Source: an optimization exercise on an open RTL-to-GDS flow (aim: small area and a short achievable clock period). Production flows keep margins and buffers that such runs may drop. Where RTL was checked, it was by simulation tests only, not by an equivalence proof against the original. No functional check of the RTL was part of run 4. Power and IR drop assume default switching activity.

==> flow/design.v <==
module ADDER_TREE #(parameter DATA_IN_WIDTH = 8, DATA_OUT_WIDTH = 16)
  (clk, rst_n, ena, data_in1, data_in2, data_out, done, pipe);
  input clk, rst_n, ena;
  input [DATA_IN_WIDTH - 1:0] data_in1, data_in2;
  output [DATA_OUT_WIDTH:0] data_out;
  output done;
  output [6:0] pipe;
  reg        done;
  reg [6:0]  pipe;
  reg [7:0] a1, b1;
  always @(posedge clk)
    if (ena) begin
      a1 <= data_in1;
      b1 <= data_in2;
    end
  wire hs1 = (a1[3] & b1[0]) ^ (a1[2] & b1[1]);
  wire hc2 = (a1[3] & b1[0]) & (a1[2] & b1[1]);
  wire fs3 = (a1[4] & b1[0]) ^ (a1[3] & b1[1]) ^ (a1[2] & b1[2]);
  wire fc4 = ((a1[4] & b1[0]) & (a1[3] & b1[1])) | ((a1[4] & b1[0]) & (a1[2] & b1[2])) | ((a1[3] & b1[1]) & (a1[2] & b1[2]));
  wire fs5 = (a1[5] & b1[0]) ^ (a1[4] & b1[1]) ^ (a1[3] & b1[2]);
  wire fc6 = ((a1[5] & b1[0]) & (a1[4] & b1[1])) | ((a1[5] & b1[0]) & (a1[3] & b1[2])) | ((a1[4] & b1[1]) & (a1[3] & b1[2]));
  wire fs7 = (a1[6] & b1[0]) ^ (a1[5] & b1[1]) ^ (a1[4] & b1[2]);
  wire fc8 = ((a1[6] & b1[0]) & (a1[5] & b1[1])) | ((a1[6] & b1[0]) & (a1[4] & b1[2])) | ((a1[5] & b1[1]) & (a1[4] & b1[2]));
  wire fs9 = (a1[7] & b1[0]) ^ (a1[6] & b1[1]) ^ (a1[5] & b1[2]);
  wire fc10 = ((a1[7] & b1[0]) & (a1[6] & b1[1])) | ((a1[7] & b1[0]) & (a1[5] & b1[2])) | ((a1[6] & b1[1]) & (a1[5] & b1[2]));
  wire fs11 = ~(a1[7] & b1[0]) ^ ~(a1[7] & b1[1]) ^ (a1[6] & b1[2]);
  wire fc12 = (~(a1[7] & b1[0]) & ~(a1[7] & b1[1])) | (~(a1[7] & b1[0]) & (a1[6] & b1[2])) | (~(a1[7] & b1[1]) & (a1[6] & b1[2]));
  wire hs13 = (a1[2] & b1[0]) ^ (a1[1] & b1[1]);
  wire hc14 = (a1[2] & b1[0]) & (a1[1] & b1[1]);
  wire fs15 = hs1 ^ (a1[1] & b1[2]) ^ (a1[0] & b1[3]);
  wire fc16 = (hs1 & (a1[1] & b1[2])) | (hs1 & (a1[0] & b1[3])) | ((a1[1] & b1[2]) & (a1[0] & b1[3]));
  wire fs17 = hc2 ^ fs3 ^ (a1[1] & b1[3]);
  wire fc18 = (hc2 & fs3) | (hc2 & (a1[1] & b1[3])) | (fs3 & (a1[1] & b1[3]));
  wire fs19 = fc4 ^ fs5 ^ (a1[2] & b1[3]);
  wire fc20 = (fc4 & fs5) | (fc4 & (a1[2] & b1[3])) | (fs5 & (a1[2] & b1[3]));
  wire fs21 = fc6 ^ fs7 ^ (a1[3] & b1[3]);
  wire fc22 = (fc6 & fs7) | (fc6 & (a1[3] & b1[3])) | (fs7 & (a1[3] & b1[3]));
  wire fs23 = fc8 ^ fs9 ^ (a1[4] & b1[3]);
  wire fc24 = (fc8 & fs9) | (fc8 & (a1[4] & b1[3])) | (fs9 & (a1[4] & b1[3]));
  wire fs25 = fc10 ^ fs11 ^ (a1[5] & b1[3]);
  wire fc26 = (fc10 & fs11) | (fc10 & (a1[5] & b1[3])) | (fs11 & (a1[5] & b1[3]));
  wire fs27 = fc12 ^ ~(a1[7] & b1[2]) ^ (a1[6] & b1[3]);
  wire fc28 = (fc12 & ~(a1[7] & b1[2])) | (fc12 & (a1[6] & b1[3])) | (~(a1[7] & b1[2]) & (a1[6] & b1[3]));
  reg [20:0] t2;
  reg [7:0] a2;
  reg [7:4] b2;
  always @(posedge clk) begin
    t2[0] <= (a1[0] & b1[0]);    
    t2[1] <= (a1[1] & b1[0]);    
    t2[2] <= (a1[0] & b1[1]);    
    t2[3] <= hs13;    
    t2[4] <= (a1[0] & b1[2]);    
    t2[5] <= hc14;    
    t2[6] <= fs15;    
    t2[7] <= fc16;    
    t2[8] <= fs17;    
    t2[9] <= fc18;    
    t2[10] <= fs19;    
    t2[11] <= fc20;    
    t2[12] <= fs21;    
    t2[13] <= fc22;    
    t2[14] <= fs23;    
    t2[15] <= fc24;    
    t2[16] <= fs25;    
    t2[17] <= fc26;    
    t2[18] <= fs27;    
    t2[19] <= fc28;    
    t2[20] <= ~(a1[7] & b1[3]);    
    a2 <= a1;
    b2 <= b1[7:4];
  end
  wire hs29 = t2[9] ^ t2[10];
  wire hc30 = t2[9] & t2[10];
  wire fs31 = t2[11] ^ t2[12] ^ (a2[2] & b2[4]);
  wire fc32 = (t2[11] & t2[12]) | (t2[11] & (a2[2] & b2[4])) | (t2[12] & (a2[2] & b2[4]));
  wire fs33 = t2[13] ^ t2[14] ^ (a2[3] & b2[4]);
  wire fc34 = (t2[13] & t2[14]) | (t2[13] & (a2[3] & b2[4])) | (t2[14] & (a2[3] & b2[4]));
  wire fs35 = t2[15] ^ t2[16] ^ (a2[4] & b2[4]);
  wire fc36 = (t2[15] & t2[16]) | (t2[15] & (a2[4] & b2[4])) | (t2[16] & (a2[4] & b2[4]));
  wire fs37 = t2[17] ^ t2[18] ^ (a2[5] & b2[4]);
  wire fc38 = (t2[17] & t2[18]) | (t2[17] & (a2[5] & b2[4])) | (t2[18] & (a2[5] & b2[4]));
  wire fs39 = t2[19] ^ t2[20] ^ (a2[6] & b2[4]);
  wire fc40 = (t2[19] & t2[20]) | (t2[19] & (a2[6] & b2[4])) | (t2[20] & (a2[6] & b2[4]));
  wire hs41 = t2[7] ^ t2[8];
  wire hc42 = t2[7] & t2[8];
  wire fs43 = hs29 ^ (a2[1] & b2[4]) ^ (a2[0] & b2[5]);
  wire fc44 = (hs29 & (a2[1] & b2[4])) | (hs29 & (a2[0] & b2[5])) | ((a2[1] & b2[4]) & (a2[0] & b2[5]));
  wire fs45 = hc30 ^ fs31 ^ (a2[1] & b2[5]);
  wire fc46 = (hc30 & fs31) | (hc30 & (a2[1] & b2[5])) | (fs31 & (a2[1] & b2[5]));
  wire fs47 = fc32 ^ fs33 ^ (a2[2] & b2[5]);
  wire fc48 = (fc32 & fs33) | (fc32 & (a2[2] & b2[5])) | (fs33 & (a2[2] & b2[5]));
  wire fs49 = fc34 ^ fs35 ^ (a2[3] & b2[5]);
  wire fc50 = (fc34 & fs35) | (fc34 & (a2[3] & b2[5])) | (fs35 & (a2[3] & b2[5]));
  wire fs51 = fc36 ^ fs37 ^ (a2[4] & b2[5]);
  wire fc52 = (fc36 & fs37) | (fc36 & (a2[4] & b2[5])) | (fs37 & (a2[4] & b2[5]));
  wire fs53 = fc38 ^ fs39 ^ (a2[5] & b2[5]);
  wire fc54 = (fc38 & fs39) | (fc38 & (a2[5] & b2[5])) | (fs39 & (a2[5] & b2[5]));
  wire fs55 = fc40 ^ ~(a2[7] & b2[4]) ^ (a2[6] & b2[5]);
  wire fc56 = (fc40 & ~(a2[7] & b2[4])) | (fc40 & (a2[6] & b2[5])) | (~(a2[7] & b2[4]) & (a2[6] & b2[5]));
  reg [24:0] t3;
  reg [7:0] a3;
  reg [7:6] b3;
  always @(posedge clk) begin
    t3[0] <= t2[0];    
    t3[1] <= t2[1];    
    t3[2] <= t2[2];    
    t3[3] <= t2[3];    
    t3[4] <= t2[4];    
    t3[5] <= t2[5];    
    t3[6] <= t2[6];    
    t3[7] <= hs41;    
    t3[8] <= (a2[0] & b2[4]);    
    t3[9] <= hc42;    
    t3[10] <= fs43;    
    t3[11] <= fc44;    
    t3[12] <= fs45;    
    t3[13] <= fc46;    
    t3[14] <= fs47;    
    t3[15] <= fc48;    
    t3[16] <= fs49;    
    t3[17] <= fc50;    
    t3[18] <= fs51;    
    t3[19] <= fc52;    
    t3[20] <= fs53;    
    t3[21] <= fc54;    
    t3[22] <= fs55;    
    t3[23] <= fc56;    
    t3[24] <= ~(a2[7] & b2[5]);    
    a3 <= a2;
    b3 <= b2[7:6];
  end
  wire hs57 = t3[13] ^ t3[14];
  wire hc58 = t3[13] & t3[14];
  wire fs59 = t3[15] ^ t3[16] ^ (a3[2] & b3[6]);
  wire fc60 = (t3[15] & t3[16]) | (t3[15] & (a3[2] & b3[6])) | (t3[16] & (a3[2] & b3[6]));
  wire fs61 = t3[17] ^ t3[18] ^ (a3[3] & b3[6]);
  wire fc62 = (t3[17] & t3[18]) | (t3[17] & (a3[3] & b3[6])) | (t3[18] & (a3[3] & b3[6]));
  wire fs63 = t3[19] ^ t3[20] ^ (a3[4] & b3[6]);
  wire fc64 = (t3[19] & t3[20]) | (t3[19] & (a3[4] & b3[6])) | (t3[20] & (a3[4] & b3[6]));
  wire fs65 = t3[21] ^ t3[22] ^ (a3[5] & b3[6]);
  wire fc66 = (t3[21] & t3[22]) | (t3[21] & (a3[5] & b3[6])) | (t3[22] & (a3[5] & b3[6]));
  wire fs67 = t3[23] ^ t3[24] ^ (a3[6] & b3[6]);
  wire fc68 = (t3[23] & t3[24]) | (t3[23] & (a3[6] & b3[6])) | (t3[24] & (a3[6] & b3[6]));
  wire hs69 = t3[11] ^ t3[12];
  wire hc70 = t3[11] & t3[12];
  wire fs71 = hs57 ^ (a3[1] & b3[6]) ^ (a3[0] & b3[7]);
  wire fc72 = (hs57 & (a3[1] & b3[6])) | (hs57 & (a3[0] & b3[7])) | ((a3[1] & b3[6]) & (a3[0] & b3[7]));
  wire fs73 = hc58 ^ fs59 ^ (a3[1] & b3[7]);
  wire fc74 = (hc58 & fs59) | (hc58 & (a3[1] & b3[7])) | (fs59 & (a3[1] & b3[7]));
  wire fs75 = fc60 ^ fs61 ^ (a3[2] & b3[7]);
  wire fc76 = (fc60 & fs61) | (fc60 & (a3[2] & b3[7])) | (fs61 & (a3[2] & b3[7]));
  wire fs77 = fc62 ^ fs63 ^ (a3[3] & b3[7]);
  wire fc78 = (fc62 & fs63) | (fc62 & (a3[3] & b3[7])) | (fs63 & (a3[3] & b3[7]));
  wire fs79 = fc64 ^ fs65 ^ (a3[4] & b3[7]);
  wire fc80 = (fc64 & fs65) | (fc64 & (a3[4] & b3[7])) | (fs65 & (a3[4] & b3[7]));
  wire fs81 = fc66 ^ fs67 ^ (a3[5] & b3[7]);
  wire fc82 = (fc66 & fs67) | (fc66 & (a3[5] & b3[7])) | (fs67 & (a3[5] & b3[7]));
  wire fs83 = fc68 ^ ~(a3[7] & b3[6]) ^ (a3[6] & b3[7]);
  wire fc84 = (fc68 & ~(a3[7] & b3[6])) | (fc68 & (a3[6] & b3[7])) | (~(a3[7] & b3[6]) & (a3[6] & b3[7]));
  reg [28:0] t4;
  always @(posedge clk) begin
    t4[0] <= t3[0];    
    t4[1] <= t3[1];    
    t4[2] <= t3[2];    
    t4[3] <= t3[3];    
    t4[4] <= t3[4];    
    t4[5] <= t3[5];    
    t4[6] <= t3[6];    
    t4[7] <= t3[7];    
    t4[8] <= t3[8];    
    t4[9] <= t3[9];    
    t4[10] <= t3[10];    
    t4[11] <= hs69;    
    t4[12] <= (a3[0] & b3[6]);    
    t4[13] <= hc70;    
    t4[14] <= fs71;    
    t4[15] <= fc72;    
    t4[16] <= fs73;    
    t4[17] <= fc74;    
    t4[18] <= fs75;    
    t4[19] <= fc76;    
    t4[20] <= fs77;    
    t4[21] <= fc78;    
    t4[22] <= fs79;    
    t4[23] <= fc80;    
    t4[24] <= fs81;    
    t4[25] <= fc82;    
    t4[26] <= fs83;    
    t4[27] <= fc84;    
    t4[28] <= ~(a3[7] & b3[7]);    
  end
  wire [8:0] sum85 = {1'b0, t4[13], t4[11], t4[9], t4[7], t4[5], t4[3], t4[1], t4[0]} + {1'b0, t4[14], t4[12], t4[10], t4[8], t4[6], t4[4], t4[2], 1'b0} + 1'b0;
  reg [7:0] t5;
  reg [13:0] u5;
  reg cy5;
  always @(posedge clk) begin
    t5[0] <= sum85[0];    
    t5[1] <= sum85[1];    
    t5[2] <= sum85[2];    
    t5[3] <= sum85[3];    
    t5[4] <= sum85[4];    
    t5[5] <= sum85[5];    
    t5[6] <= sum85[6];    
    t5[7] <= sum85[7];    
    cy5 <= sum85[8];
    u5[0] <= t4[15];    
    u5[1] <= t4[16];    
    u5[2] <= t4[17];    
    u5[3] <= t4[18];    
    u5[4] <= t4[19];    
    u5[5] <= t4[20];    
    u5[6] <= t4[21];    
    u5[7] <= t4[22];    
    u5[8] <= t4[23];    
    u5[9] <= t4[24];    
    u5[10] <= t4[25];    
    u5[11] <= t4[26];    
    u5[12] <= t4[27];    
    u5[13] <= t4[28];    
  end
  wire [7:0] sum86 = {1'b0, u5[12], u5[10], u5[8], u5[6], u5[4], u5[2], u5[0]} + {1'b0, u5[13], u5[11], u5[9], u5[7], u5[5], u5[3], u5[1]} + cy5;
  reg [15:0] t6;
  always @(posedge clk) begin
    t6[0] <= t5[0];    
    t6[1] <= t5[1];    
    t6[2] <= t5[2];    
    t6[3] <= t5[3];    
    t6[4] <= t5[4];    
    t6[5] <= t5[5];    
    t6[6] <= t5[6];    
    t6[7] <= t5[7];    
    t6[8] <= sum86[0];    
    t6[9] <= sum86[1];    
    t6[10] <= sum86[2];    
    t6[11] <= sum86[3];    
    t6[12] <= sum86[4];    
    t6[13] <= sum86[5];    
    t6[14] <= sum86[6];    
    t6[15] <= sum86[7];    
  end
  wire [15:0] prod = {t6[15], t6[14], t6[13], t6[12], t6[11], t6[10], t6[9], t6[8], t6[7], t6[6], t6[5], t6[4], t6[3], t6[2], t6[1], t6[0]} ^ 16'h8000;
  reg [15:0] x7;
  always @(posedge clk) x7 <= prod;
  reg [15:0] p8;
  always @(posedge clk or negedge rst_n) begin
    if (!rst_n) begin
      pipe <= 7'b0;
      done <= 1'b0;
      p8   <= 16'b0;
    end else begin
      pipe <= {pipe[5:0], pipe[0] | ena};
      done <= pipe[6];
      p8   <= x7 & {16{pipe[6]}};
    end
  end
  assign data_out = {p8[15], p8};
endmodule
==> flow/flow/run.sh <==
#!/bin/bash
# The standard layout (standard.sh) with three changes to how it is made:
# plain buffers on the ports instead of the delay cells buffer_ports picks
# by default, and clock tree synthesis with larger sink clusters and without
# dummy loads.
set -euo pipefail
export BUFFER_PORTS_ARGS="-buffer_cell sky130_fd_sc_hd__buf_1"
export CTS_ARGS="-sink_clustering_enable -repair_clock_nets -dont_use_dummy_load -buf_list {sky130_fd_sc_hd__clkbuf_8}"
bash standard.sh > standard_make.log 2>&1
==> flow/standard.sh <==
#!/bin/bash
# synth_recipe.tcl (not shown) runs the flow's synth.tcl, then flattens the netlist and writes it again
# the make line also repeats each setting of config.mk as NAME=value (left out here)
make -C /OpenROAD-flow-scripts/flow DESIGN_CONFIG=/design/flow/config.mk WORK_HOME=/design/flow/orfs CLKGATE_MAP_FILE= SYNTH_SCRIPT=/design/flow/synth_recipe.tcl "${@:-finish}"
==> flow/config.mk <==
export PLATFORM = sky130hd
export DESIGN_NAME = ADDER_TREE
export DESIGN_NICKNAME = ADDER_TREE
export VERILOG_FILES = /design/flow/design.v
export SDC_FILE = /design/flow/constraint.sdc
export NUM_CORES = 4
export LEC_CHECK = 0
export CAP_MARGIN = 20
export CORE_MARGIN = 2
export CORE_UTILIZATION = 60
export SETUP_SLACK_MARGIN = 1.9
export SLEW_MARGIN = 20
==> flow/constraint.sdc <==
create_clock -name core_clock -period 4.0 [get_ports {clk}]
set_input_delay 0.8000 -clock core_clock [delete_from_list [all_inputs] [get_ports {clk}]]
set_output_delay 0.8000 -clock core_clock [all_outputs]
set_load 0.01 [all_outputs]
==> key figures, run 1 <==
Route
  • First drt pass iteration count: 4
  • WL final: 6.77 mm
  • Post-route ant nets: 0
  • Via density: 4.57
  • Drt drc: 0
  • Starting DRT DRC Count: 70
  • WL per Instance: 11.3 um
  • Vias post-DR: 2740

CTS
  • Sink Count: 192
  • Total setup buffers inserted after CTS: 0
  • CTS tree: built
  • Clock buffer depth: 2
  • Clk slew on worst S/H paths: 90 ps
  • H-tree depth: 4
  • Hold Buf Count CTS: 0
  • Num CTS Buffers: 17
  • CTS root buf: clkbuf_8
  • Clock latency on the worst-skew pair: 430 ps
  • Post-CTS Resized: 0

STA
  • Post-layout min period: 1900 ps
  • Hold Fails Final Rpt: 0
  • RSZ-0062 raised after global routing: false
  • Pins Over Slew Limit: 0
  • Final Cycle Share: 47.6%
  • Clock skew: 26.6 ps
  • Worst Max-Slew Pin Slew: 839 ps
  • Setup-failing EPs final: 0
  • Setup TNS: 0 ps
  • Rel. slew slack: 44.1%
  • Achievable clock frequency: 525 MHz

Floorplanning
  • Top Ports: 44
  • DIE HEIGHT: 104 um
  • Core Rows: 36
  • Core ar.: 9770 um^2
  • Initial Utilization: 61.5%
  • Die Width: 104 um
  • Area of the die: 10800 um^2

Synth
  • Simple-gate share of the synthesized area: 9.30%
  • Synthesized flop and latch total: 192
  • Sequential-to-total area share from yosys stat: 68.6%
  • Synth unique cells: 25
  • Synth Net Count: 484
  • Synth Area in XOR/XNOR: 0.874%
  • Top cell type's share of synthesized area: 50.6%
  • Post-synthesis compound-gate area fraction: 2.25%
  • Post-synthesis adder-cell area fraction: 16.9%
  • Avg Cell Area, Syn: 14.8 um^2
  • Top cells by area, synth: dfxtp_1, fa_1, dfrtp_1
  • Cells after Synth: 407
  • Largest family of logic cells by synthesized area: adder cells
  • Ys Warns: 1
  • Post-synthesis mux area share: 0.333%
  • Synthesized area: 6010 um^2
  • Dominant cell type by area after synthesis: dfxtp_1

Finish
  • Fill cells: 735
  • N_diodes: 0
  • Share of layout cells above drive strength 1: 4.72%
  • Multi-input logic area: 1790 um^2
  • Commonest cells after routing, fill and taps aside: dfxtp_1, and2_1, buf_1
  • Register area: 4130 um^2
  • Final Cell Area: 6570 um^2
  • Nets: 545
  • Most common cell after layout, fill and taps aside: dfxtp_1
  • Core Util, Final: 67.3%
  • Area growth from synthesis to layout: 9.30%

Worst hold path
  • Hold Crit Depth: 0
  • Worst Hold End: x7[2]
  • Worst Hold Class: reg -> reg
  • Hold Crit Start: t6[2]

Power and ir drop
  • P_leak: 0.00276 uW
  • Max VDD drop: 245 uV
  • Tot Pwr: 4450 uW
  • P per Cell Area: 678 nW/um^2

GRT
  • First-pass GRT wire length: 12.1 mm
  • GRT overflow: 0
  • Initial antenna violation count: 0
  • GRT Total Usage: 14.4%
  • Pin count of the biggest net entering global routing: 25
  • Vias in the first global route: 2830

Critical path
  • R2R Setup Slk: 2100 ps
  • Critical path launch point type: flip-flop
  • FF-to-FF Start: b1[0]
  • CP endpoint kind: flip-flop
  • Crit-path max FO: 8
  • RR Endpoint: t2[14]
  • Number of cells on the worst reg-to-reg path: 5
  • CP required: 4310 ps
  • Data arrival, critical path: 2210 ps
  • Kind of critical path: reg -> reg

Placement
  • GPL Wtd Cong: 0.760
  • Buffers on Ports: 43
  • Area after DPL: 6340 um^2
  • Post-detail-place hpwl: 5.12 mm

Job
  • Max cap viols: 0

Outcome
  • Status: finished clean
worst max path at each step:
| stage | from | to | slack, ps | cells after the start |
|---|---|---|---|---|
| final | b1[0] | t2[14] | 2100 | 5 |
| after global routing | b1[0] | t2[14] | 1990 | 5 |
| after CTS | pipe[6] | pipe[6] | 1910 | 1 |
| after detailed placement | b1[0] | t2[14] | 2110 | 5 |
| after global placement | b1[0] | t2[14] | 2160 | 5 |
| after floorplan | b1[0] | t2[14] | 2230 | 5 |
cell type report:
cell class | instances | area share, %
timing repair buffer | 44 | 2.57
clock buffer | 17 | 3.56
multi-input combinational | 188 | 27.2
sequential | 192 | 62.8
inverter | 25 | 1.43
tap | 133 | 2.53
registers in the layout, summed over array words and instances, names as in the netlist, 2 cells and up:
register / count
a2: 8
b1: 8
t3: 25
x7: 16
u5: 14
b2: 4
t5: 8
t2: 21
a1: 8
b3: 2
t4: 29
a3: 8
p8: 16
t6: 16
pipe: 7
stage by stage:
step	worst slack, ps	cells	hold WS [ps]
after global routing	1990	599	312
after CTS	1910	599	309
after floorplan	2230	407	310
after detailed placement	2110	582	312
final	2100	599	312
after global placement	2160	582	310
synthesized netlist by cell type, drive strengths merged:
| cell | instances |
|---|---|
| dfxtp | 152 |
| and2 | 60 |
| fa | 39 |
| inv | 25 |
| nand2 | 25 |
| dfrtp | 24 |
| ha | 19 |
| edfxtp | 16 |
| a21oi | 8 |
| nor2b | 7 |
| xnor2 | 6 |
| nor2 | 4 |
| nor3 | 4 |
| o21ai | 4 |
| a221oi | 2 |
| mux2i | 2 |
| o21a | 2 |
| o31a | 2 |
| a311oi | 1 |
| a31oi | 1 |
| buf | 1 |
| clkbuf | 1 |
| nand3 | 1 |
| or2 | 1 |
cells by family (layout without fill, tap and decap cells):
family	count (synthesis)	count (layout)
buffers and inverters	27	86
XOR/XNOR	6	6
AND/OR/NAND/NOR	102	102
flip-flops	192	192
adder cells (fa/ha/maj)	58	58
multiplexers	2	2
AO/OA/AOI/OAI	20	20
power by group:
group	switching [uW]	internal (uW)	leakage, uW
clock	505	376	0.000122
sequential	166	2510	0.00169
combinational	465	433	0.000950
total	1140	3320	0.00276
per-layer routing:
| metal | vias to the layer above | track usage (%) | part of all wire, % |
|---|---|---|---|
| li1 | 1391 | - | - |
| met1 | 1284 | 16.0 | 44 |
| met2 | 55 | 24.3 | 50 |
| met3 | 10 | 5.39 | 4.2 |
| met4 | 0 | 7.05 | 1.7 |
| met5 | - | 0 | 0 |
critical path, cell delays in order (launching register included):
cell	delay, ps
edfxtp_1	460
and2_1	210
inv_1	80
fa_1	540
inv_1	50
fa_1	430
==> run 2: changes to the inputs <==
--- a/flow/config.mk
+++ b/flow/config.mk
@@ -8,5 +8,5 @@
 export CAP_MARGIN = 20
 export CORE_MARGIN = 2
 export CORE_UTILIZATION = 60
-export SETUP_SLACK_MARGIN = 1.9
+export SETUP_SLACK_MARGIN = 2.4
 export SLEW_MARGIN = 20
==> run 2 against run 1 <==
Against the previous run: still clean; utilization increased by 1.9 points; non-clock buffer count increased by 12; routed wire length increased by 6.3%; power increased by 2.0%; global-route usage increased by 0.68 points; fmax increased by 4.8%; count of clock-buffer cells in the layout unchanged; cell area increased by 2.8%; synthesized cell count unchanged; critical path type unchanged; largest cell class unchanged.
==> key figures, run 2 <==
Floorplanning
  • Die Width: 104 um (unchanged)
  • Initial Utilization: 61.5% (unchanged)
  • Area of the die: 10800 um^2 (unchanged)
  • DIE HEIGHT: 104 um (unchanged)
  • Core ar.: 9770 um^2 (unchanged)
  • Top Ports: 44 (unchanged)
  • Core Rows: 36 (unchanged)

Finish
  • N_diodes: 0 (unchanged)
  • Max reg flops: 29 (unchanged)
  • Share of layout cells above drive strength 1: 17.4% (+13 points)
  • Most common cell after layout, fill and taps aside: dfxtp_1
  • Top Registers: t4: 29 flops, t3: 25 flops, t2: 21 flops
  • Core Util, Final: 69.2% (+1.9 points)
  • Commonest cells after routing, fill and taps aside: dfxtp_1, and2_1, fa_1
  • Largest register by flop count: t4
  • Nets: 557 (+2.2%)
  • Final Non-Filler Cells: 611 (+2.0%)
  • Area growth from synthesis to layout: 12.4%

Synth
  • Top cells by area, synth: dfxtp_1, fa_1, dfrtp_1
  • Top cell type's share of synthesized area: 50.6% (unchanged)
  • Synthesized flop and latch total: 192 (unchanged)
  • Main synth FF type: dfxtp_1
  • Synth Area in XOR/XNOR: 0.874% (unchanged)
  • Cells after Synth: 407 (unchanged)
  • Simple-gate share of the synthesized area: 9.30% (unchanged)
  • Largest family of logic cells by synthesized area: adder cells
  • Sequential-to-total area share from yosys stat: 68.6% (unchanged)
  • Post-synthesis adder-cell area fraction: 16.9% (unchanged)
  • Dominant cell type by area after synthesis: dfxtp_1
  • Synth Net Count: 484 (unchanged)
  • Post-synthesis compound-gate area fraction: 2.25% (unchanged)
  • Synthesized area: 6010 um^2 (unchanged)
  • Top-count cell post-synth: dfxtp_1
  • Share of async-settable or async-resettable flops after synthesis: 12.5% (unchanged)
  • Post-synthesis mux area share: 0.333% (unchanged)
  • Number of synthesized flops with an enable pin: 16 (unchanged)
  • Synth unique cells: 25 (unchanged)
  • Avg Cell Area, Syn: 14.8 um^2 (unchanged)
  • Ys Warns: 1 (unchanged)
  • Ranking of synthesized cells by instance count: dfxtp_1, and2_1, fa_1, inv_1, nand2_1

Critical path
  • CP endpoint kind: flip-flop
  • FF-to-FF Start: b1[0]
  • Worst path most repeated cell: inv_2
  • Slowest CP cell: fa_2
  • Number of cells on the worst reg-to-reg path: 5 (unchanged)
  • Worst Path Buf+Inv: 2 (unchanged)
  • Origin of the worst setup path: b1[0]
  • Crit. path cell count: 5 (unchanged)
  • CP delay by family, top: adder cells
  • Critical path launch point type: flip-flop
  • CP required: 4370 ps (+60 ps)
  • Data arrival, critical path: 2180 ps (-30 ps)
  • Crit-path max FO: 8 (unchanged)
  • Max incr delay on CP: 500 ps (-40 ps)
  • Kind of critical path: reg -> reg
  • Worst-path cell chain: and2_4 > inv_2 > fa_1 > inv_2 > fa_2

STA
  • Pins Over Slew Limit: 0 (unchanged)
  • Final setup margin: 2180 ps (+86.9 ps)
  • Final Cycle Share: 45.5% (-2.2 points)
  • Hold Fails Final Rpt: 0 (unchanged)
  • Worst Max-Slew Pin Slew: 815 ps (-24.2 ps)
  • Post-layout min period: 1820 ps (-86.9 ps)
  • Setup-failing EPs final: 0 (unchanged)
  • Achievable clock frequency: 550 MHz (+4.8%)
  • Clock skew: 25.8 ps (-0.809 ps)
  • Setup TNS: 0 ps (unchanged)
  • RSZ-0062 raised after global routing: true
  • Rel. slew slack: 45.7% (+1.6 points)

Route
  • Vias post-DR: 2822 (+3.0%)
  • Via density: 4.62 (+0.97%)
  • Post-route ant nets: 0 (unchanged)
  • Starting DRT DRC Count: 76 (+8.6%)
  • WL met1: 3.16 mm (+5.9%)
  • Max Used Layer: met4
  • First drt pass iteration count: 4 (unchanged)
  • Detailed-routed wire length on met3: 359 um (+26%)
  • WL final: 7.20 mm (+6.3%)
  • WL per Instance: 11.8 um (+4.3%)
  • Drt drc: 0 (unchanged)
  • Met2 routed WL: 3.58 mm (+6.2%)

Worst hold path
  • Hold Crit Depth: 0 (unchanged)
  • Worst Hold Class: reg -> reg
  • Hold Crit Start: t5[7]

GRT
  • First-pass GRT wire length: 12.4 mm (+3.3%)
  • GRT overflow: 0 (unchanged)
  • GRT Total Usage: 15.1% (+0.68 points)
  • Initial antenna violation count: 1 (+1)
  • Vias in the first global route: 2915 (+3.0%)
  • Pin count of the biggest net entering global routing: 25 (unchanged)

CTS
  • CTS root buf: clkbuf_8
  • Clock buffer depth: 2 (unchanged)
  • CTS tree: built
  • H-tree depth: 4 (unchanged)
  • Clock latency on the worst-skew pair: 440 ps (about the same)
  • Clk slew on worst S/H paths: 80 ps (about the same)
  • Num CTS Buffers: 17 (unchanged)
  • Sink Count: 192 (unchanged)
  • Hold Buf Count CTS: 0 (unchanged)

Job
  • Max cap viols: 0 (unchanged)

Placement
  • Post-detail-place hpwl: 5.26 mm (+2.8%)
  • Placed Cells: 582 (unchanged)
  • Pre-CTS setup slack: 2180 ps (+62.5 ps)
  • Buffers on Ports: 43 (unchanged)
  • GPL Wtd Cong: 0.756 (-0.45%)

Power and ir drop
  • Max VDD drop: 354 uV (+44%)
  • P_leak: 0.00288 uW (+4.3%)
  • Tot Pwr: 4540 uW (+2.0%)
  • P per Cell Area: 672 nW/um^2 (-0.80%)

Outcome
  • Status: finished clean
run 2: worst paths after layout:
check	end	slack, ps
setup / recovery	t2[14]	2180
setup reg to reg	t2[14]	2180
max in group asynchronous	pipe[6]	3380
hold / removal	t6[7]	310
min in group asynchronous	p8[6]	340
hold reg to reg	t6[7]	310
run 2: logic make-up (layout without fill, tap and decap cells):
| kind of cell | Yosys count | after routing |
|---|---|---|
| flip-flops | 192 | 192 |
| AND/OR/NAND/NOR | 102 | 102 |
| adder cells (fa/ha/maj) | 58 | 58 |
| buffers and inverters | 27 | 98 |
| AO/OA/AOI/OAI | 20 | 20 |
| XOR/XNOR | 6 | 6 |
| multiplexers | 2 | 2 |
run 2: report_power, final:
part	switching, uW	internal, uW
sequential	175	2510
clock	510	376
combinational	482	488
total	1170	3380
run 2: cell type report:
class,count,area (um^2)
Clock buffer,17,234
Fill cell,710,3010
Inverter,25,93.8
Multi-Input combinational cell,188,1840
Sequential cell,192,4140
Tap cell,133,166
Timing Repair Buffer,56,292
run 2: through the flow:
| stage | area, um^2 | hold WS (ps) |
|---|---|---|
| 2_1_floorplan | 6020 | 310 |
| 3_3_place_gp | 6340 | 310 |
| 3_5_place_dp | 6340 | 312 |
| 4_1_cts | 6660 | 313 |
| 5_1_grt | 6760 | 312 |
| 6_report | 6760 | 311 |
run 2: what timing repair did:
item / in CTS / in global routing
pin swaps: 14 / 18
buffers inserted: 6 / 6
endpoints found under the setup margin: 60 / 50
gates resized for setup: 20 / 32
run 2: metal layers:
layer / global-route usage, % / vias to the layer above
li1: - / 1414
met1: 17.0 / 1333
met2: 25.1 / 67
met3: 6.64 / 8
met4: 6.08 / 0
met5: 0 / -
==> run 3: changes to the inputs <==
--- a/flow/config.mk
+++ b/flow/config.mk
@@ -8,5 +8,5 @@
 export CAP_MARGIN = 20
 export CORE_MARGIN = 2
 export CORE_UTILIZATION = 60
-export SETUP_SLACK_MARGIN = 2.4
+export SETUP_SLACK_MARGIN = 2.2
 export SLEW_MARGIN = 20
==> run 3 against run 2 <==
Against the previous run: routed wire length fell by 4.0%; worst setup slack improved by 28 ps; synthesized cell count unchanged; final cell count is 0.65% lower; critical endpoint is now pipe[0]; largest cell class unchanged; largest power group unchanged.
==> key figures, run 3 <==
STA
  • Clock skew: 26.0 ps (+0.259 ps)
  • Pins Over Slew Limit: 0 (unchanged)
  • Worst Max-Slew Pin Slew: 838 ps (+23.3 ps)
  • WHS: 313 ps (+1.80 ps)
  • RSZ-0062 raised after global routing: true
  • Setup-failing EPs final: 0 (unchanged)
  • Rel. slew slack: 44.1% (-1.6 points)
  • Setup TNS: 0 ps (unchanged)
  • Final Cycle Share: 44.8% (-0.70 points)
  • Final setup margin: 2210 ps (+27.8 ps)
  • Achievable clock frequency: 559 MHz (+1.6%)
  • Hold Fails Final Rpt: 0 (unchanged)
  • Post-layout min period: 1790 ps (-27.8 ps)

Placement
  • Post-detail-place hpwl: 5.12 mm (-2.7%)
  • GPL Wtd Cong: 0.760 (+0.45%)
  • Placed Cells: 582 (unchanged)
  • Pre-CTS setup slack: 2110 ps (-62.5 ps)
  • Buffers on Ports: 43 (unchanged)

Critical path
  • Worst Path Buf+Inv: 1 (-1)
  • CP endpoint kind: output port
  • Worst-path cell chain: clkbuf_2
  • Slowest CP cell: dfrtp_1
  • Number of cells on the worst reg-to-reg path: 4 (-1)
  • Max incr delay on CP: 420 ps (-80 ps)
  • Crit-path max FO: 2 (-6)
  • FF-to-FF Start: b1[1]
  • Critical path launch point type: flip-flop
  • CP delay by family, top: flip-flops
  • Crit. path cell count: 1 (-4)
  • Origin of the worst setup path: pipe[0]
  • Data arrival, critical path: 990 ps (-1190 ps)
  • CP required: 3200 ps (-1170 ps)
  • Kind of critical path: reg -> out

Finish
  • Max reg flops: 29 (unchanged)
  • Commonest cells after routing, fill and taps aside: dfxtp_1, and2_1, buf_1
  • Final Non-Filler Cells: 607 (-0.65%)
  • Most common cell after layout, fill and taps aside: dfxtp_1
  • Core Util, Final: 68.3% (-0.90 points)
  • Nets: 553 (-0.72%)
  • Largest register by flop count: t4
  • Share of layout cells above drive strength 1: 9.07% (-8.3 points)
  • Top Registers: t4: 29 flops, t3: 25 flops, t2: 21 flops
  • N_diodes: 0 (unchanged)
  • Area growth from synthesis to layout: 10.9%

Power and ir drop
  • P per Cell Area: 671 nW/um^2 (-0.24%)
  • Max VDD drop: 245 uV (-31%)
  • P_leak: 0.00281 uW (-2.3%)

Synth
  • Ranking of synthesized cells by instance count: dfxtp_1, and2_1, fa_1, inv_1, nand2_1
  • Synthesized flop and latch total: 192 (unchanged)
  • Ys Warns: 1 (unchanged)
  • Synthesized area: 6010 um^2 (unchanged)
  • Dominant cell type by area after synthesis: dfxtp_1
  • Synth Net Count: 484 (unchanged)
  • Avg Cell Area, Syn: 14.8 um^2 (unchanged)
  • Synth unique cells: 25 (unchanged)
  • Cells after Synth: 407 (unchanged)
  • Top-count cell post-synth: dfxtp_1
  • Top cells by area, synth: dfxtp_1, fa_1, dfrtp_1
  • Number of synthesized flops with an enable pin: 16 (unchanged)
  • Main synth FF type: dfxtp_1
  • Share of async-settable or async-resettable flops after synthesis: 12.5% (unchanged)
  • Top cell type's share of synthesized area: 50.6% (unchanged)
  • Sequential-to-total area share from yosys stat: 68.6% (unchanged)

GRT
  • Initial antenna violation count: 0 (-1)
  • First-pass GRT wire length: 12.2 mm (-1.8%)
  • GRT overflow: 0 (unchanged)
  • Vias in the first global route: 2869 (-1.6%)
  • Pin count of the biggest net entering global routing: 25 (unchanged)
  • GRT Total Usage: 14.6% (-0.45 points)

Outcome
  • Status: finished clean

Job
  • Max cap viols: 0 (unchanged)

Floorplanning
  • Initial Utilization: 61.5% (unchanged)
  • DIE HEIGHT: 104 um (unchanged)
  • Core ar.: 9770 um^2 (unchanged)
  • Top Ports: 44 (unchanged)
  • Area of the die: 10800 um^2 (unchanged)
  • Die Width: 104 um (unchanged)
  • Core Rows: 36 (unchanged)

Route
  • Drt drc: 0 (unchanged)
  • Via density: 4.55 (-1.5%)
  • WL final: 6.91 mm (-4.0%)
  • Post-route ant nets: 0 (unchanged)
  • WL per Instance: 11.4 um (-3.3%)
  • Starting DRT DRC Count: 74 (-2.6%)
  • First drt pass iteration count: 4 (unchanged)
  • Vias post-DR: 2762 (-2.1%)

Worst hold path
  • Hold Crit Start: t6[2]
  • Worst Hold Class: reg -> reg
  • Hold Crit Depth: 0 (unchanged)

CTS
  • CTS tree: built
  • CTS root buf: clkbuf_8
  • Clk slew on worst S/H paths: 90 ps (about the same)
  • Sink Count: 192 (unchanged)
  • Num CTS Buffers: 17 (unchanged)
  • Clock latency on the worst-skew pair: 430 ps (about the same)
  • H-tree depth: 4 (unchanged)
  • Clock buffer depth: 2 (unchanged)
==> run 3: cell types whose count changed in the layout (fill, tap and decap cells not counted), sizes merged <==
cell    previous run  this run
buf               37        50
clkbuf            36        19
==> run 3: worst paths after layout <==
check                           slack (ps)  endpoint
worst max-delay path                  2210   pipe[0]
worst min-delay path                   310     x7[2]
worst max register to register        2240    t2[16]
worst min register to register         310     x7[2]
max in group asynchronous             3400   pipe[6]
min in group asynchronous              330   pipe[0]
==> run 3: layer usage <==
layer / global-route usage [%] / vias to the layer above / part of all wire [%] / routed length [um]
met5: 0 / - / 0 / 0
met4: 7.34 / 0 / 1.9 / 130
met3: 5.39 / 11 / 4.1 / 284
met2: 24.7 / 57 / 50 / 3450
met1: 16.3 / 1288 / 44 / 3040
li1: - / 1406 / - / -
==> run 3: final cells by class <==
class | instances | area [um^2]
Clock buffer | 17 | 234
Fill cell | 713 | 3100
Inverter | 25 | 93.8
Multi-Input combinational cell | 188 | 1810
Sequential cell | 192 | 4130
Tap cell | 133 | 166
Timing Repair Buffer | 52 | 239
==> run 3: power by group <==
group	switching (uW)	internal, uW
Sequential	167	2510
Combinational	471	446
Clock	505	376
Total	1140	3330
==> run 3: repair_timing <==
action | in CTS | in global routing
endpoints found under the setup margin | 6 | 18
buffers inserted | 6 | 2
gates cloned | 0 | 0
pin swaps | 3 | 10
resized for setup | 3 | 14
hold buffers | 0 | 0
==> run 3: logic make-up (layout without fill, tap and decap cells) <==
| family | Yosys count | after routing | share of synthesized area, % |
|---|---|---|---|
| flip-flops | 192 | 192 | 68.6 |
| AND/OR/NAND/NOR | 102 | 102 | 9.30 |
| adder cells (fa/ha/maj) | 58 | 58 | 16.9 |
| buffers and inverters | 27 | 94 | 1.75 |
| AO/OA/AOI/OAI | 20 | 20 | 2.25 |
| XOR/XNOR | 6 | 6 | 0.874 |
| multiplexers | 2 | 2 | 0.333 |
==> run 3: stage by stage <==
step           instance area, um^2  total power, uW
6_report                      6670             4470
5_1_grt                       6670             4800
4_1_cts                       6620             4540
3_5_place_dp                  6340             3640
3_3_place_gp                  6340             3590
2_1_floorplan                 6010             3390
==> run 4: changes to the inputs <==
--- a/flow/design.v
+++ b/flow/design.v
@@ -189,9 +189,9 @@
     t4[27] <= fc84;    
     t4[28] <= ~(a3[7] & b3[7]);    
   end
-  wire [8:0] sum85 = {1'b0, t4[13], t4[11], t4[9], t4[7], t4[5], t4[3], t4[1], t4[0]} + {1'b0, t4[14], t4[12], t4[10], t4[8], t4[6], t4[4], t4[2], 1'b0} + 1'b0;
-  reg [7:0] t5;
-  reg [13:0] u5;
+  wire [6:0] sum85 = {1'b0, t4[9], t4[7], t4[5], t4[3], t4[1], t4[0]} + {1'b0, t4[10], t4[8], t4[6], t4[4], t4[2], 1'b0} + 1'b0;
+  reg [5:0] t5;
+  reg [17:0] u5;
   reg cy5;
   always @(posedge clk) begin
     t5[0] <= sum85[0];    
@@ -200,26 +200,30 @@
     t5[3] <= sum85[3];    
     t5[4] <= sum85[4];    
     t5[5] <= sum85[5];    
-    t5[6] <= sum85[6];    
-    t5[7] <= sum85[7];    
-    cy5 <= sum85[8];
-    u5[0] <= t4[15];    
-    u5[1] <= t4[16];    
-    u5[2] <= t4[17];    
-    u5[3] <= t4[18];    
-    u5[4] <= t4[19];    
-    u5[5] <= t4[20];    
-    u5[6] <= t4[21];    
-    u5[7] <= t4[22];    
-    u5[8] <= t4[23];    
-    u5[9] <= t4[24];    
-    u5[10] <= t4[25];    
-    u5[11] <= t4[26];    
-    u5[12] <= t4[27];    
-    u5[13] <= t4[28];    
-  end
-  wire [7:0] sum86 = {1'b0, u5[12], u5[10], u5[8], u5[6], u5[4], u5[2], u5[0]} + {1'b0, u5[13], u5[11], u5[9], u5[7], u5[5], u5[3], u5[1]} + cy5;
-  reg [15:0] t6;
+    cy5 <= sum85[6];
+    u5[0] <= t4[11];    
+    u5[1] <= t4[12];    
+    u5[2] <= t4[13];    
+    u5[3] <= t4[14];    
+    u5[4] <= t4[15];    
+    u5[5] <= t4[16];    
+    u5[6] <= t4[17];    
+    u5[7] <= t4[18];    
+    u5[8] <= t4[19];    
+    u5[9] <= t4[20];    
+    u5[10] <= t4[21];    
+    u5[11] <= t4[22];    
+    u5[12] <= t4[23];    
+    u5[13] <= t4[24];    
+    u5[14] <= t4[25];    
+    u5[15] <= t4[26];    
+    u5[16] <= t4[27];    
+    u5[17] <= t4[28];    
+  end
+  wire [5:0] sum86 = {1'b0, u5[8], u5[6], u5[4], u5[2], u5[0]} + {1'b0, u5[9], u5[7], u5[5], u5[3], u5[1]} + cy5;
+  reg [10:0] t6;
+  reg [7:0] u6;
+  reg cy6;
   always @(posedge clk) begin
     t6[0] <= t5[0];    
     t6[1] <= t5[1];    
@@ -227,20 +231,42 @@
     t6[3] <= t5[3];    
     t6[4] <= t5[4];    
     t6[5] <= t5[5];    
-    t6[6] <= t5[6];    
-    t6[7] <= t5[7];    
-    t6[8] <= sum86[0];    
-    t6[9] <= sum86[1];    
-    t6[10] <= sum86[2];    
-    t6[11] <= sum86[3];    
-    t6[12] <= sum86[4];    
-    t6[13] <= sum86[5];    
-    t6[14] <= sum86[6];    
-    t6[15] <= sum86[7];    
-  end
-  wire [15:0] prod = {t6[15], t6[14], t6[13], t6[12], t6[11], t6[10], t6[9], t6[8], t6[7], t6[6], t6[5], t6[4], t6[3], t6[2], t6[1], t6[0]} ^ 16'h8000;
-  reg [15:0] x7;
-  always @(posedge clk) x7 <= prod;
+    t6[6] <= sum86[0];    
+    t6[7] <= sum86[1];    
+    t6[8] <= sum86[2];    
+    t6[9] <= sum86[3];    
+    t6[10] <= sum86[4];    
+    cy6 <= sum86[5];
+    u6[0] <= u5[10];    
+    u6[1] <= u5[11];    
+    u6[2] <= u5[12];    
+    u6[3] <= u5[13];    
+    u6[4] <= u5[14];    
+    u6[5] <= u5[15];    
+    u6[6] <= u5[16];    
+    u6[7] <= u5[17];    
+  end
+  wire [4:0] sum87 = {1'b0, u6[6], u6[4], u6[2], u6[0]} + {1'b0, u6[7], u6[5], u6[3], u6[1]} + cy6;
+  reg [15:0] t7;
+  always @(posedge clk) begin
+    t7[0] <= t6[0];    
+    t7[1] <= t6[1];    
+    t7[2] <= t6[2];    
+    t7[3] <= t6[3];    
+    t7[4] <= t6[4];    
+    t7[5] <= t6[5];    
+    t7[6] <= t6[6];    
+    t7[7] <= t6[7];    
+    t7[8] <= t6[8];    
+    t7[9] <= t6[9];    
+    t7[10] <= t6[10];    
+    t7[11] <= sum87[0];    
+    t7[12] <= sum87[1];    
+    t7[13] <= sum87[2];    
+    t7[14] <= sum87[3];    
+    t7[15] <= sum87[4];    
+  end
+  wire [15:0] prod = {t7[15], t7[14], t7[13], t7[12], t7[11], t7[10], t7[9], t7[8], t7[7], t7[6], t7[5], t7[4], t7[3], t7[2], t7[1], t7[0]} ^ 16'h8000;
   reg [15:0] p8;
   always @(posedge clk or negedge rst_n) begin
     if (!rst_n) begin
@@ -250,7 +276,7 @@
     end else begin
       pipe <= {pipe[5:0], pipe[0] | ena};
       done <= pipe[6];
-      p8   <= x7 & {16{pipe[6]}};
+      p8   <= prod & {16{pipe[6]}};
     end
   end
   assign data_out = {p8[15], p8};
--- a/flow/config.mk
+++ b/flow/config.mk
@@ -8,5 +8,5 @@
 export CAP_MARGIN = 20
 export CORE_MARGIN = 2
 export CORE_UTILIZATION = 60
-export SETUP_SLACK_MARGIN = 2.2
+export SETUP_SLACK_MARGIN = 1.9
 export SLEW_MARGIN = 20
==> run 4 against run 3 <==
Against the previous run: fmax is 5.8% lower; cell area is 0.69% lower; power is 0.65% lower; synthesized area is 0.87% higher; utilization is 0.47 points lower; routed wire length is 5.1% lower; non-clock buffer count is 8 lower; register-to-register slack worse by 140 ps; combinational power is 13% lower; worst setup slack worse by 110 ps; highest routed layer unchanged.
==> key figures, run 4 <==
Outcome
  • Status: finished clean

Synth
  • Post-synthesis compound-gate area fraction: 1.48% (-0.76 points)
  • Simple-gate share of the synthesized area: 8.43% (-0.86 points)
  • Ranking of synthesized cells by instance count: dfxtp_1, and2_1, fa_1, inv_1, dfrtp_1
  • Synth Area in XOR/XNOR: 1.15% (+0.28 points)
  • Synth Net Count: 474 (-2.1%)
  • Number of synthesized flops with an enable pin: 16 (unchanged)
  • Share of async-settable or async-resettable flops after synthesis: 12.1% (-0.38 points)
  • Largest family of logic cells by synthesized area: adder cells
  • Synthesized area: 6070 um^2 (+0.87%)
  • Post-synthesis adder-cell area fraction: 17.2% (+0.31 points)
  • Avg Cell Area, Syn: 15.3 um^2 (+3.7%)
  • Synthesized flop and latch total: 198 (+3.1%)
  • Dominant cell type by area after synthesis: dfxtp_1
  • Synth unique cells: 24 (-4.0%)
  • Top cell type's share of synthesized area: 52.1% (+1.5 points)
  • Post-synthesis mux area share: 0% (-0.33 points)
  • Ys Warns: 1 (unchanged)
  • Top-count cell post-synth: dfxtp_1
  • Cells after Synth: 396 (-2.7%)
  • Sequential-to-total area share from yosys stat: 70.0% (+1.4 points)
  • Main synth FF type: dfxtp_1
  • Top cells by area, synth: dfxtp_1, fa_1, dfrtp_1

Power and ir drop
  • P per Cell Area: 671 nW/um^2 (about the same)
  • Tot Pwr: 4450 uW (-0.65%)
  • P_leak: 0.00282 uW (+0.25%)
  • Max VDD drop: 331 uV (+35%)

Route
  • Via density: 4.52 (-0.69%)
  • WL per Instance: 11.1 um (-2.0%)
  • WL final: 6.56 mm (-5.1%)
  • Post-route ant nets: 0 (unchanged)
  • Vias post-DR: 2657 (-3.8%)
  • Drt drc: 0 (unchanged)
  • First drt pass iteration count: 4 (unchanged)
  • Starting DRT DRC Count: 44 (-41%)

GRT
  • GRT Total Usage: 14.2% (-0.38 points)
  • GRT overflow: 0 (unchanged)
  • Vias in the first global route: 2691 (-6.2%)
  • Pin count of the biggest net entering global routing: 25 (unchanged)
  • Initial antenna violation count: 0 (unchanged)
  • First-pass GRT wire length: 11.6 mm (-5.0%)

CTS
  • Clock latency on the worst-skew pair: 450 ps (+20 ps)
  • Clk slew on worst S/H paths: 80 ps (about the same)
  • Sink Count: 198 (+3.1%)
  • CTS tree: built
  • Clock buffer depth: 2 (unchanged)
  • Hold Buf Count CTS: 0 (unchanged)
  • H-tree depth: 4 (unchanged)
  • CTS root buf: clkbuf_8
  • Num CTS Buffers: 17 (unchanged)
  • Total setup buffers inserted after CTS: 0 (-6)

Critical path
  • FF-to-FF Start: b1[0]
  • Crit-path max FO: 18 (+16)
  • Max incr delay on CP: 490 ps (+70 ps)
  • Worst-path cell chain: buf_1
  • Critical path launch point type: flip-flop
  • Data arrival, critical path: 1100 ps (+110 ps)
  • CP endpoint kind: output port
  • CP delay by family, top: flip-flops
  • Origin of the worst setup path: pipe[6]
  • Kind of critical path: reg -> out
  • Slowest CP cell: dfrtp_2
  • CP required: 3200 ps (about the same)
  • Worst Path Buf+Inv: 1 (unchanged)

STA
  • RSZ-0062 raised after global routing: false
  • Post-layout min period: 1900 ps (+111 ps)
  • Clock skew: 29.2 ps (+3.21 ps)
  • Final setup margin: 2100 ps (-111 ps)
  • Pins Over Slew Limit: 0 (unchanged)
  • Achievable clock frequency: 526 MHz (-5.8%)
  • Hold Fails Final Rpt: 0 (unchanged)
  • Setup-failing EPs final: 0 (unchanged)
  • Final Cycle Share: 47.5% (+2.8 points)
  • Setup TNS: 0 ps (unchanged)
  • Rel. slew slack: 45.7% (+1.6 points)
  • Worst Max-Slew Pin Slew: 814 ps (-23.5 ps)

Finish
  • N_diodes: 0 (unchanged)
  • Commonest cells after routing, fill and taps aside: dfxtp_1, and2_1, buf_1
  • Largest register by flop count: t4
  • Max reg flops: 29 (unchanged)
  • Final Cell Area: 6630 um^2 (-0.69%)
  • Most common cell after layout, fill and taps aside: dfxtp_1
  • Share of layout cells above drive strength 1: 4.84% (-4.2 points)
  • Top Registers: t4: 29 flops, t3: 25 flops, t2: 21 flops
  • Nets: 535 (-3.3%)
  • Area growth from synthesis to layout: 9.22%

Floorplanning
  • Initial Utilization: 62.1% (+0.54 points)
  • Top Ports: 44 (unchanged)
  • Core ar.: 9770 um^2 (unchanged)
  • Die Width: 105 um (+0.42%)
  • DIE HEIGHT: 105 um (+0.42%)
  • Core Rows: 36 (unchanged)
  • Area of the die: 10900 um^2 (+0.84%)

Placement
  • Post-detail-place hpwl: 4.92 mm (-3.8%)
  • Area after DPL: 6390 um^2 (+0.83%)
  • Buffers on Ports: 43 (unchanged)
  • GPL Wtd Cong: 0.781 (+2.9%)
  • Pre-CTS setup slack: 2110 ps (-4.58 ps)

Job
  • Max cap viols: 0 (unchanged)

Worst hold path
  • Worst Hold Class: reg -> reg
  • Hold Crit Start: t4[26]
## run 4: cells by family after synthesis
| family | count (synthesis) |
|---|---|
| buf+inv | 27 |
| compound gates | 13 |
| flops | 198 |
| xor+xnor | 8 |
| simple gates | 91 |
| fa+ha+maj | 59 |
## run 4: stage by stage
| stage | hold slack [ps] | std cells | util (%) |
|---|---|---|---|
| 3_3_place_gp | 310 | 571 | 65.4 |
| 4_1_cts | 306 | 588 | 67.8 |
| 3_5_place_dp | 312 | 571 | 65.4 |
| 5_1_grt | 311 | 588 | 67.8 |
| 2_1_floorplan | 310 | 396 | - |
| 6_report | 323 | 588 | 67.8 |
## run 4: metal layers
metal,global-route usage [%],wire length (um),vias up,share of wire (%)
met5,0,0,-,0
met4,8.01,135,0,2.1
met3,6.80,378,16,5.8
met2,22.4,3150,73,48
met1,15.9,2890,1234,44
li1,-,-,1334,-
## run 4: timing repair
| action | 4_1_cts | 5_1_grt |
|---|---|---|
| resized for setup | 0 | 1 |
| endpoints found under the hold margin | 0 | 0 |
| setup endpoints to repair | 0 | 1 |
## run 4: where the power goes
part	switching (uW)	internal (uW)	leakage, uW
Sequential	170	2580	0.00174
Clock	522	376	0.000122
Combinational	410	391	0.000958
## run 4: final cells by class
class / instances / area [um^2]
clock buffers: 17 / 234
fillers: 703 / 3150
inverters: 25 / 93.8
multi-input cells: 171 / 1720
flip-flops and latches: 198 / 4250
well taps: 133 / 166
repair buffers: 44 / 169
## run 4: path summary, 6_finish.rpt
kind	endpoint	slack, ps	cells past startpoint
max	pipe[6]	2100	1
min	u5[15]	320	0
max reg2reg	t2[16]	2100	4
min reg2reg	u5[15]	320	0
max in group asynchronous	pipe[6]	3400	2
min in group asynchronous	p8[1]	330	2

-- separate check: timing with driven ports --
How much do the figures lean on ideal ports? The routed layouts below were timed once more, with nothing changed but the port constraints.
Step 1 (the two cells are an assumption about what drives the block):
set clk [get_ports {clk}]
set_driving_cell -lib_cell sky130_fd_sc_hd__clkbuf_16 $clk
set_driving_cell -lib_cell sky130_fd_sc_hd__buf_2 [delete_from_list [all_inputs] $clk]
Step 2 also shifts input and output timing later by t, the mid clock arrival at the registers, as if the neighbouring blocks saw the same clock.
Slacks: ideal ports / drivers / drivers and shift; pairs: ideal ports / drivers.
| run | shift t [ns] | setup WS [ns] | worst setup path after step 2 | worst register clock-pin slew, ns | pins driven straight from the clock port |
|---|---|---|---|---|---|
| run 1 | 0.454 | 2.095 / 2.065 / 2.095 | register to register | 0.09 / 0.09 | 1 |
| run 2 | 0.459 | 2.182 / 2.165 / 2.182 | register to register | 0.09 / 0.09 | 1 |
| run 3 | 0.453 | 2.210 / 2.175 / 2.189 | input to register | 0.09 / 0.09 | 1 |
| run 4 | 0.471 | 2.099 / 2.067 / 2.101 | register to register | 0.09 / 0.09 | 1 |
After both steps setup and hold are still met in every run listed. For run 3, which loses most, drivers alone change the setup slack by -0.035 ns; drivers and shift together by -0.021 ns.
